This design comes from an exercise in tuning for small area and a short achievable clock period on the open sky130 flow, not from production work.
Function was checked by simulation only, so behaviour that the tests miss may differ from the original.
Power and IR drop assume default switching activity.

job 101:
Design MIPS, start of the top module:
module MIPS (clk, rst, pc_rom, inst_rom, ram_size, ram_read, ram_write, ram_data, ram_word, ram_adr);
  input clk, rst;
  input [31:0] inst_rom;
  input [31:0] ram_word;
  output [31:0] pc_rom;
  output [1:0] ram_size;
  output ram_read, ram_write;
  output [31:0] ram_data;
  output [31:0] ram_adr;
  reg [31:2] pc_a, pc_b;
  reg        br_q, nbr_q;          
  reg [31:0] id_inst;
  reg        id_nop;
  reg [31:2] id_pc;
  reg [31:0] id_selA, id_selB;    
  reg        ex_we_r, ex_mrd_r, ex_mwr_r, ex_ovf_r;  
  reg        ex_okill;           
  wire ex_we  = ex_we_r  & ~ex_okill;
  wire ex_mrd = ex_mrd_r & ~ex_okill;
  wire ex_mwr = ex_mwr_r & ~ex_okill;
  wire ex_ovf = ex_ovf_r & ~ex_okill;
  reg [1:0]  ex_msz;
  reg        ex_sub;
  reg        ex_add, ex_and, ex_or, ex_xor, ex_nor, ex_slt, ex_sll, ex_srl, ex_sra, ex_lui;
  reg [31:0] ex_op2x;             
  reg        ex_fb2;
  reg [4:0]  ex_wreg;
  reg        ex_rt_rs, ex_rt_rt, ex_rt_0;   
  reg [31:0] ex_d1, ex_d2;
  reg        ex_fa_m, ex_fb_m;
  reg        mem_we, mem_rd, mem_wr;
  reg [1:0]  mem_sz;
  reg [4:0]  mem_wreg;
  reg [31:0] mem_res, mem_sd;
  reg [31:0] rf [0:31];
  reg [31:0] rf_valid;
  assign ram_size  = mem_sz;
  assign ram_read  = mem_rd;
  assign ram_write = mem_wr;
  assign ram_adr   = mem_res;
  assign ram_data  = mem_sd;
  wire [31:0] mem_data = mem_rd ? ram_word : mem_res;
  ...
Size in the first run: about 5300 cells after synthesis, roughly 170 I/O pins, roughly 65000 µm² of cells after synthesis.
clock: 10.0 ns
lec_check: 0
cap_margin: 20
core_margin: 2
core_utilization: 60
cts_cluster_diameter: 80
cts_cluster_size: 24
slew_margin: 20
standard.sh (not shown) runs the stock make flow with config.mk's settings and CLKGATE_MAP_FILE= SYNTH_SCRIPT=/design/flow/synth_recipe.tcl, a recipe that flattens the netlist after the stock synthesis.
==> flow/flow/run.sh <==
#!/bin/bash
# Layout flow: the standard ORFS flow (standard.sh) with three changes:
# repair_timing aims for 6 ns of setup slack (the clock and constraints are
# unchanged), the port buffers are buf_4 cells, and the flow's parasitic
# estimates use flow/rc.tcl (the platform's wire RC, scaled up).
set -euo pipefail
bash standard.sh SETUP_SLACK_MARGIN=6 "BUFFER_PORTS_ARGS=-buffer_cell sky130_fd_sc_hd__buf_4" "LAYER_PARASITICS_FILE=$PWD/flow/rc.tcl" finish > flow.log 2>&1
==> flow/flow/rc.tcl <==
set_layer_rc -layer li1 -capacitance 0.000187375 -resistance 0.10764
set_layer_rc -layer met1 -capacitance 0.000215469 -resistance 0.00133935
set_layer_rc -layer met2 -capacitance 0.000170291 -resistance 0.00133935
set_layer_rc -layer met3 -capacitance 0.000268703 -resistance 0.00023505
set_layer_rc -layer met4 -capacitance 0.00018516 -resistance 0.00023505
set_layer_rc -layer met5 -capacitance 0.000192609 -resistance 2.6715e-05
# end correlate

set_layer_rc -via mcon -resistance 0.0138737
set_layer_rc -via via -resistance 0.00675
set_layer_rc -via via2 -resistance 0.00505318
set_layer_rc -via via3 -resistance 0.000564953
set_layer_rc -via via4 -resistance 8.7e-06

set_wire_rc -signal -layer met1
set_wire_rc -clock -layer met3
Here is what was changed in the inputs of job 102 compared with job 101.
==> flow/flow/run.sh <==
#!/bin/bash
# Layout flow: the standard ORFS flow (standard.sh) with two changes:
# repair_timing aims for 6.3 ns of setup slack (the clock and constraints are
# unchanged), and the port buffers are buf_4 cells.
set -euo pipefail
bash standard.sh SETUP_SLACK_MARGIN=6.3 "BUFFER_PORTS_ARGS=-buffer_cell sky130_fd_sc_hd__buf_4" finish > flow.log 2>&1
removed: flow/flow/rc.tcl
- Per the comparison of job 102 with job 101, inverter count now sits higher, fraction of standard cell area that is sequential now sits higher, max-slew headroom at the worst pin now sits lower.
Here is what was changed in the inputs of job 103 compared with job 102.
==> flow/flow/run.sh <==
#!/bin/bash
# Layout flow: the standard ORFS flow (standard.sh) with two changes:
# repair_timing aims for 6 ns of setup slack (the clock and constraints are
# unchanged), and the port buffers are buf_4 cells.
set -euo pipefail
bash standard.sh SETUP_SLACK_MARGIN=6 "BUFFER_PORTS_ARGS=-buffer_cell sky130_fd_sc_hd__buf_4" finish > flow.log 2>&1
Job 103 finished every stage and its layout cleared the timing, DRC and antenna checks. Job 103 gives less number of global-route vias before repair than job 102 did. The master of the slowest instance on the critical path comes out sky130_fd_sc_hd__dfxtp_2 in one run and sky130_fd_sc_hd__nor4_1 in the other, namely in job 103 and job 102 respectively. Between job 102 and job 103, the clock power figures differ only marginally. The post-detailed-routing wire length was comparable across job 102 and job 103. Job 103 improves on job 102 in power.

## what the ideal ports hide
Ports are ideal in the flow. The routed layouts listed here were re-timed in OpenROAD.
Step 1 (the two cells are an assumption about what drives the block):
set clk [get_ports {clk}]
set_driving_cell -lib_cell sky130_fd_sc_hd__clkbuf_16 $clk
set_driving_cell -lib_cell sky130_fd_sc_hd__buf_2 [delete_from_list [all_inputs] $clk]
Step 2, shift: input delay + t, output delay - t, t = (earliest + latest rising clock arrival at the registers) / 2. This alone moves slack from input paths to output paths.
a / b / c = no drivers / after step 1 / after step 2; a / b = the first two.
run | t (ns) | setup WS [ns] | worst setup path after step 2 | worst data-port slew with drivers (ns)
job 102 | 0.798 | 5.872 / 5.872 / 5.653 | input to register | 0.06
job 103 | 0.794 | 5.851 / 5.851 / 5.443 | input to register | 0.09
After both steps setup and hold are still met in every run listed. The setup slack of job 103, which loses most, moves by 0.000 ns with the drivers and by -0.408 ns with both steps.
